Source: an optimization exercise on an open RTL-to-GDS flow (aim: small area). Production flows keep margins and buffers that such runs may drop.
Only simulation tests tie the RTL to the original design; equivalence was not proved.
Power figures rest on the tool's default switching activity, not on a simulated workload.

// alu_64
module alu_64 (
	input		[63:0]	A,
	input		[63:0]	B,
	output reg	[63:0]	Z,
	output reg			overflow,
	input		[3:0]	aluctrl,
	input 		[63:0]	cmp_val,
	input		clk,
	input		reset
	);
	wire	[15:0]	dec = 16'b1 << aluctrl;
	wire	run = ~reset;
	wire	sub = dec[1];
	wire	inv = dec[1] | dec[4];		 
	wire	kA = run & (dec[0] | dec[1]);	 
	wire	kG = run & (dec[2] | dec[3]);	 
	wire	kP = run & (dec[3] | dec[4]);	 
	wire	kS = run & (dec[6] | dec[7]);	 
	wire	kE = run & dec[5];
	wire	kE16 = run & dec[8];
	wire	kT = run & (dec[9] | dec[10]);
	wire	left = ~(aluctrl[3] ^ aluctrl[0]);	 
	wire	leftn = ~left;
	wire	[5:0]	sa = B[5:0];
	wire	[5:0]	san = ~B[5:0];
	genvar i, j, k;
	wire	[63:0]	bx, pn, gn;
	generate for (i = 0; i < 64; i = i + 1) begin : g_pg
		alu_xor2 u_bx (.a(B[i]), .b(inv), .y(bx[i]));
		alu_xnor2 u_p (.a(A[i]), .b(bx[i]), .y(pn[i]));
		alu_nand2 u_g (.a(A[i]), .b(bx[i]), .y(gn[i]));
	end endgenerate
	wire	[64:0]	cx;
	wire	[7:0]	G, P;
	assign cx[0] = sub;
	generate for (j = 0; j < 8; j = j + 1) begin : g_blk
		alu_blk8 u_b (.pn(pn[8*j+7:8*j]), .gn(gn[8*j+7:8*j]), .cin(cx[8*j]),
			.cx(cx[8*j+7:8*j+1]), .G(G[j]), .P(P[j]));
		alu_a21o u_c (.a1(P[j]), .a2(cx[8*j]), .b1(G[j]), .y(cx[8*j+8]));
	end endgenerate
	wire	[63:0]	y;
	generate for (i = 0; i < 64; i = i + 1) begin : g_sum
		if (i % 2 == 1 || i % 8 == 0) begin : g_t
			alu_xnor2 u_s (.a(pn[i]), .b(cx[i]), .y(y[i]));
		end else begin : g_n
			alu_xor2 u_s (.a(pn[i]), .b(cx[i]), .y(y[i]));
		end
	end endgenerate
	wire	[7*64-1:0]	st;	 
	wire	[63:0]	t;
	generate for (i = 0; i < 64; i = i + 1) begin : g_rin
		alu_omux u (.s(left), .sn(leftn), .x(A[63-i]), .y(A[i]), .z(st[64*(0) + i]));
	end endgenerate
	generate for (k = 0; k < 6; k = k + 1) begin : g_st
		for (i = 0; i < 64; i = i + 1) begin : g_b
			if (i + (1 << k) < 64) begin : g_m
				alu_omux u (.s(sa[k]), .sn(san[k]), .x(st[64*(k) + i + (1 << k)]), .y(st[64*(k) + i]), .z(st[64*(k+1) + i]));
			end else if (k % 2 == 0) begin : g_z0
				assign st[64*(k+1) + i] = ~(sa[k] | st[64*(k) + i]);
			end else begin : g_z1
				assign st[64*(k+1) + i] = ~(san[k] & st[64*(k) + i]);
			end
		end
	end endgenerate
	generate for (i = 0; i < 64; i = i + 1) begin : g_rout
  ...
==> flow/config.mk <==
export PLATFORM = sky130hd
export DESIGN_NAME = alu_64
export DESIGN_NICKNAME = alu_64
export VERILOG_FILES = /design/flow/design.v
export SDC_FILE = /design/flow/constraint.sdc
export NUM_CORES = 4
export LEC_CHECK = 0
export CAP_MARGIN = 35
export CORE_MARGIN = 2
export CORE_UTILIZATION = 30
export CTS_BUF_LIST = sky130_fd_sc_hd__clkbuf_8
export PLACE_DENSITY = 0.9
export SETUP_SLACK_MARGIN = 0.2
export SLEW_MARGIN = 30
export SYNTH_HIERARCHICAL = 1
export SYNTH_MINIMUM_KEEP_SIZE = 0
==> flow/constraint.sdc <==
create_clock -name core_clock -period 8.0 [get_ports {clk}]
set_input_delay 1.6000 -clock core_clock [delete_from_list [all_inputs] [get_ports {clk}]]
set_output_delay 1.6000 -clock core_clock [all_outputs]
set_load 0.01 [all_outputs]
standard.sh (not shown) runs the stock make flow with config.mk's settings and CLKGATE_MAP_FILE= SYNTH_SCRIPT=/design/flow/synth_recipe.tcl, a recipe that flattens the netlist after the stock synthesis.
==> flow/flow/run.sh <==
#!/bin/bash
# The standard ORFS layout with these changes:
#  - synthesis maps with an area-oriented ABC script (flow/abc_area.script);
#    the design's small leaf modules are kept apart by SYNTH_HIERARCHICAL,
#    and the netlist is flattened and renamed as synth_recipe.tcl does;
#  - the port buffers are made from the smallest buffer cell;
#  - no pre-placement timing repair (it only upsizes cells whose high-fanout
#    nets are not buffered yet);
#  - power (and with it area) recovery after global routing;
#  - a clock tree with fewer, larger sink clusters and no dummy loads.
# make's full output goes to standard.log; each ORFS step logs under orfs/logs.
set -euo pipefail
here=$(pwd)
{
  head -n 1 synth_recipe.tcl
  cat <<EOT
proc abc {args} {
  set i [lsearch -exact \$args -script]
  if {\$i >= 0} { lset args [expr {\$i + 1}] $here/flow/abc_area.script }
  yosys abc {*}\$args
}
EOT
  tail -n +2 synth_recipe.tcl
} > my_synth.tcl
sed "s#SYNTH_SCRIPT=[^ ]*#SYNTH_SCRIPT=$here/my_synth.tcl#" standard.sh > my_standard.sh
grep -q "SYNTH_SCRIPT=$here/my_synth.tcl" my_standard.sh
bash my_standard.sh \
  BUFFER_PORTS_ARGS="-buffer_cell sky130_fd_sc_hd__buf_1" \
  RECOVER_POWER=100 \
  REMOVE_ABC_BUFFERS=1 \
  CTS_ARGS="-sink_clustering_enable -repair_clock_nets -dont_use_dummy_load -buf_list sky130_fd_sc_hd__clkbuf_8 -sink_clustering_size 24 -sink_clustering_max_diameter 120" \
  finish > standard.log 2>&1
==> flow/flow/abc_area.script <==
strash
dch
amap
topo
stime -c
The starting point ran to the end with violations: capacitance limit, slew limit.
Next try:
--- a/flow/flow/run.sh
+++ b/flow/flow/run.sh
@@ -1,3 +1,3 @@
 #!/bin/bash
-# The standard ORFS layout with these changes:
+# The standard ORFS layout with three changes:
 #  - synthesis maps with an area-oriented ABC script (flow/abc_area.script);
@@ -6,4 +6,2 @@
 #  - the port buffers are made from the smallest buffer cell;
-#  - no pre-placement timing repair (it only upsizes cells whose high-fanout
-#    nets are not buffered yet);
 #  - power (and with it area) recovery after global routing;
@@ -29,4 +27,3 @@
   RECOVER_POWER=100 \
-  REMOVE_ABC_BUFFERS=1 \
-  CTS_ARGS="-sink_clustering_enable -repair_clock_nets -dont_use_dummy_load -buf_list sky130_fd_sc_hd__clkbuf_8 -sink_clustering_size 24 -sink_clustering_max_diameter 120" \
+  CTS_ARGS="-sink_clustering_enable -repair_clock_nets -dont_use_dummy_load -root_buf sky130_fd_sc_hd__clkbuf_8 -buf_list sky130_fd_sc_hd__clkbuf_4" \
   finish > standard.log 2>&1
PLACE_DENSITY = default   (was 0.9)
This time the run produced a clean layout.
Via count falls by 2.7%.
Area after synthesis does not change.
Die area is unchanged.

========
alu_64 again, from the RTL that the note above started with.
Design alu_64, start of the top module:
module alu_64 (
	input		[63:0]	A,
	input		[63:0]	B,
	output reg	[63:0]	Z,
	output reg			overflow,
	input		[3:0]	aluctrl,
	input 		[63:0]	cmp_val,
	input		clk,
	input		reset
	);
Settings: LEC_CHECK=0, CAP_MARGIN=35, CORE_MARGIN=2, CORE_UTILIZATION=40, CTS_BUF_LIST=sky130_fd_sc_hd__clkbuf_8, PLACE_DENSITY=0.85, SETUP_SLACK_MARGIN=0.2, SLEW_MARGIN=30, SYNTH_HIERARCHICAL=1, SYNTH_MINIMUM_KEEP_SIZE=0; clock period 8.0 ns.
==> flow/flow/run.sh <==
#!/bin/bash
# The standard ORFS layout with these changes:
#  - synthesis maps with an area-oriented ABC script (flow/abc_area.script);
#    the design's small leaf modules are kept apart by SYNTH_HIERARCHICAL,
#    and the netlist is flattened and renamed as synth_recipe.tcl does;
#  - the port buffers are made from the smallest buffer cell;
#  - no pre-placement timing repair (it only upsizes cells whose high-fanout
#    nets are not buffered yet);
#  - power (and with it area) recovery after global routing;
#  - a clock tree with fewer, larger sink clusters and no dummy loads.
# make's full output goes to standard.log; each ORFS step logs under orfs/logs.
set -euo pipefail
here=$(pwd)
{
  head -n 1 synth_recipe.tcl
  cat <<EOT
proc abc {args} {
  set i [lsearch -exact \$args -script]
  if {\$i >= 0} { lset args [expr {\$i + 1}] $here/flow/abc_area.script }
  yosys abc {*}\$args
}
EOT
  tail -n +2 synth_recipe.tcl
} > my_synth.tcl
sed "s#SYNTH_SCRIPT=[^ ]*#SYNTH_SCRIPT=$here/my_synth.tcl#" standard.sh > my_standard.sh
grep -q "SYNTH_SCRIPT=$here/my_synth.tcl" my_standard.sh
bash my_standard.sh \
  BUFFER_PORTS_ARGS="-buffer_cell sky130_fd_sc_hd__buf_1" \
  RECOVER_POWER=100 \
  REMOVE_ABC_BUFFERS=1 \
  CTS_ARGS="-sink_clustering_enable -repair_clock_nets -dont_use_dummy_load -buf_list sky130_fd_sc_hd__clkbuf_8 -sink_clustering_size 24 -sink_clustering_max_diameter 120" \
  finish > standard.log 2>&1
Scripts as last shown in full above: flow/flow/abc_area.script
The first run finished but failed the layout checks on max-capacitance violations, max-slew violations.
Change:
--- a/flow/config.mk
+++ b/flow/config.mk
@@ -8,7 +8,7 @@
 export CAP_MARGIN = 35
 export CORE_MARGIN = 2
-export CORE_UTILIZATION = 40
+export CORE_UTILIZATION = 30
 export CTS_BUF_LIST = sky130_fd_sc_hd__clkbuf_8
-export PLACE_DENSITY = 0.85
+export GPL_TIMING_DRIVEN = 0
 export SETUP_SLACK_MARGIN = 0.2
 export SLEW_MARGIN = 30
What happened: The changed run completed with no timing, DRC or antenna violations. Design area rose by 5.1%. Sequential power stays flat. Clock power decreases by about 2%. Die area grows by 32%. Sequential share of layout area went down by 0.58 points. Count of clock-buffer cells in the layout stays the same. Wire length grows by 3.6%.
Change:
==> flow/flow/run.sh (replaced) <==
#!/bin/bash
# The standard ORFS layout with three changes:
#  - synthesis maps with an area-oriented ABC script (flow/abc_area.script);
#    the design's small leaf modules are kept apart by SYNTH_HIERARCHICAL,
#    and the netlist is flattened and renamed as synth_recipe.tcl does;
#  - the port buffers are made from the smallest buffer cell;
#  - power (and with it area) recovery after global routing.
# make's full output goes to standard.log; each ORFS step logs under orfs/logs.
set -euo pipefail
here=$(pwd)
{
  head -n 1 synth_recipe.tcl
  cat <<EOT
proc abc {args} {
  set i [lsearch -exact \$args -script]
  if {\$i >= 0} { lset args [expr {\$i + 1}] $here/flow/abc_area.script }
  yosys abc {*}\$args
}
EOT
  tail -n +2 synth_recipe.tcl
} > my_synth.tcl
sed "s#SYNTH_SCRIPT=[^ ]*#SYNTH_SCRIPT=$here/my_synth.tcl#" standard.sh > my_standard.sh
grep -q "SYNTH_SCRIPT=$here/my_synth.tcl" my_standard.sh
bash my_standard.sh \
  BUFFER_PORTS_ARGS="-buffer_cell sky130_fd_sc_hd__buf_1" \
  RECOVER_POWER=100 \
  finish > standard.log 2>&1
==> flow/config.mk (replaced) <==
export PLATFORM = sky130hd
export DESIGN_NAME = alu_64
export DESIGN_NICKNAME = alu_64
export VERILOG_FILES = /design/flow/design.v
export SDC_FILE = /design/flow/constraint.sdc
export NUM_CORES = 4
export LEC_CHECK = 0
export CAP_MARGIN = 10
export CORE_MARGIN = 2
export CORE_UTILIZATION = 40
export CTS_BUF_LIST = sky130_fd_sc_hd__clkbuf_8
export SETUP_SLACK_MARGIN = 0.1
export SLEW_MARGIN = 10
export SYNTH_HIERARCHICAL = 1
export SYNTH_MINIMUM_KEEP_SIZE = 0
Outcome: The changed run finished with timing, DRC and antenna clean. Critical path depth falls by 7. Setup slack is worse by 0.016 ns. Hold slack is better by 0.0033 ns. Wire length falls by a few percent. Via count hardly moves. Count of clock-buffer cells in the layout is unchanged. Combinational power falls by a few percent. Utilization rises by 11 points.
Change:
--- a/flow/flow/run.sh
+++ b/flow/flow/run.sh
@@ -5,5 +5,6 @@
 #    and the netlist is flattened and renamed as synth_recipe.tcl does;
 #  - the port buffers are made from the smallest buffer cell;
-#  - power (and with it area) recovery after global routing.
+#  - power (and with it area) recovery after global routing;
+#  - a clock tree with fewer, larger sink clusters and no dummy loads.
 # make's full output goes to standard.log; each ORFS step logs under orfs/logs.
 set -euo pipefail
@@ -25,3 +26,4 @@
   BUFFER_PORTS_ARGS="-buffer_cell sky130_fd_sc_hd__buf_1" \
   RECOVER_POWER=100 \
+  CTS_ARGS="-sink_clustering_enable -repair_clock_nets -dont_use_dummy_load -root_buf sky130_fd_sc_hd__clkbuf_8 -tree_buf sky130_fd_sc_hd__clkbuf_4 -buf_list sky130_fd_sc_hd__clkbuf_4 -sink_clustering_buffer sky130_fd_sc_hd__clkbuf_4 -sink_clustering_size 30 -sink_clustering_max_diameter 150" \
   finish > standard.log 2>&1
==> flow/config.mk (replaced) <==
export PLATFORM = sky130hd
export DESIGN_NAME = alu_64
export DESIGN_NICKNAME = alu_64
export VERILOG_FILES = /design/flow/design.v
export SDC_FILE = /design/flow/constraint.sdc
export NUM_CORES = 4
export LEC_CHECK = 0
export CAP_MARGIN = 35
export CORE_MARGIN = 2
export CORE_UTILIZATION = 30
export CTS_BUF_LIST = sky130_fd_sc_hd__clkbuf_8
export SETUP_SLACK_MARGIN = 0.2
export SLEW_MARGIN = 30
export SYNTH_HIERARCHICAL = 1
export SYNTH_MINIMUM_KEEP_SIZE = 0
Effect: The changed run passed the timing, DRC and antenna checks. Area after synthesis stays the same. Final area grows by 0.71%. Power drops by 2.1%. Worst hold slack loses 0.019 ns. Via count hardly moves. Maximum frequency rises by 4.7%. Clock-buffer cell count is unchanged. Die area rises by 32%. Worst setup slack gains 0.33 ns. Critical path depth rises by 7. Wire length is higher by 4.9%.
Change:
--- a/flow/flow/run.sh
+++ b/flow/flow/run.sh
@@ -1,8 +1,10 @@
 #!/bin/bash
-# The standard ORFS layout with three changes:
+# The standard ORFS layout with these changes:
 #  - synthesis maps with an area-oriented ABC script (flow/abc_area.script);
 #    the design's small leaf modules are kept apart by SYNTH_HIERARCHICAL,
 #    and the netlist is flattened and renamed as synth_recipe.tcl does;
 #  - the port buffers are made from the smallest buffer cell;
+#  - no pre-placement timing repair (it only upsizes cells whose high-fanout
+#    nets are not buffered yet);
 #  - power (and with it area) recovery after global routing;
 #  - a clock tree with fewer, larger sink clusters and no dummy loads.
@@ -26,4 +28,5 @@
   BUFFER_PORTS_ARGS="-buffer_cell sky130_fd_sc_hd__buf_1" \
   RECOVER_POWER=100 \
-  CTS_ARGS="-sink_clustering_enable -repair_clock_nets -dont_use_dummy_load -root_buf sky130_fd_sc_hd__clkbuf_8 -tree_buf sky130_fd_sc_hd__clkbuf_4 -buf_list sky130_fd_sc_hd__clkbuf_4 -sink_clustering_buffer sky130_fd_sc_hd__clkbuf_4 -sink_clustering_size 30 -sink_clustering_max_diameter 150" \
+  REMOVE_ABC_BUFFERS=1 \
+  CTS_ARGS="-sink_clustering_enable -repair_clock_nets -dont_use_dummy_load -buf_list sky130_fd_sc_hd__clkbuf_8 -sink_clustering_size 24 -sink_clustering_max_diameter 120" \
   finish > standard.log 2>&1
--- a/flow/config.mk
+++ b/flow/config.mk
@@ -8,6 +8,7 @@
 export CAP_MARGIN = 35
 export CORE_MARGIN = 2
-export CORE_UTILIZATION = 30
+export CORE_UTILIZATION = 45
 export CTS_BUF_LIST = sky130_fd_sc_hd__clkbuf_8
+export PLACE_DENSITY = 0.7
 export SETUP_SLACK_MARGIN = 0.2
 export SLEW_MARGIN = 30
First-iteration DRC count climbs by 21%.
Cell count drops by 5.7%.
Utilization climbs by 18 points.
Routed wire length drops by 7.5%.
Setup slack gets worse by 0.21 ns.
Flip-flop and latch count stays the same.
Maximum frequency drops by 2.9%.
Synthesized cell count stays the same.
Clock-buffer cell count stays the same.

## re-timing with driven ports
Ports are ideal in the flow. The routed layouts listed here were re-timed in OpenROAD. Step 1 sets driving cells, clkbuf_16 on the clock port and buf_2 on the other inputs (assumed; they add their load-dependent delay and slew). Step 2 times the ports against the registers' clock, not the clock port: input delays grow and output delays shrink by t, the midpoint of the rising clock arrivals with the driver on. Three values: ideal, step 1, step 2; two values: the first two.
run	t, ns	slack for setup (ns)	worst setup path after step 2	latest minus earliest clock arrival (ns)	slew at the worst register clock pin (ns)
the first run of note 1	0.436	0.638 / 0.664 / 0.228	input to register	0.019 / 0.020	0.08 / 0.08
the second run of note 1	0.441	0.911 / 0.930 / 0.489	input to register	0.020 / 0.020	0.08 / 0.08
the first run of note 2	0.416	0.463 / 0.462 / 0.046	input to register	0.017 / 0.017	0.08 / 0.08
the second run of note 2	0.438	0.593 / 0.615 / 0.177	input to register	0.023 / 0.024	0.08 / 0.08
the third run of note 2	0.426	0.577 / 0.597 / 0.171	input to register	0.012 / 0.013	0.09 / 0.09
the fourth run of note 2	0.441	0.911 / 0.930 / 0.489	input to register	0.020 / 0.020	0.08 / 0.08
the fifth run of note 2	0.411	0.701 / 0.718 / 0.307	input to register	0.026 / 0.026	0.09 / 0.09
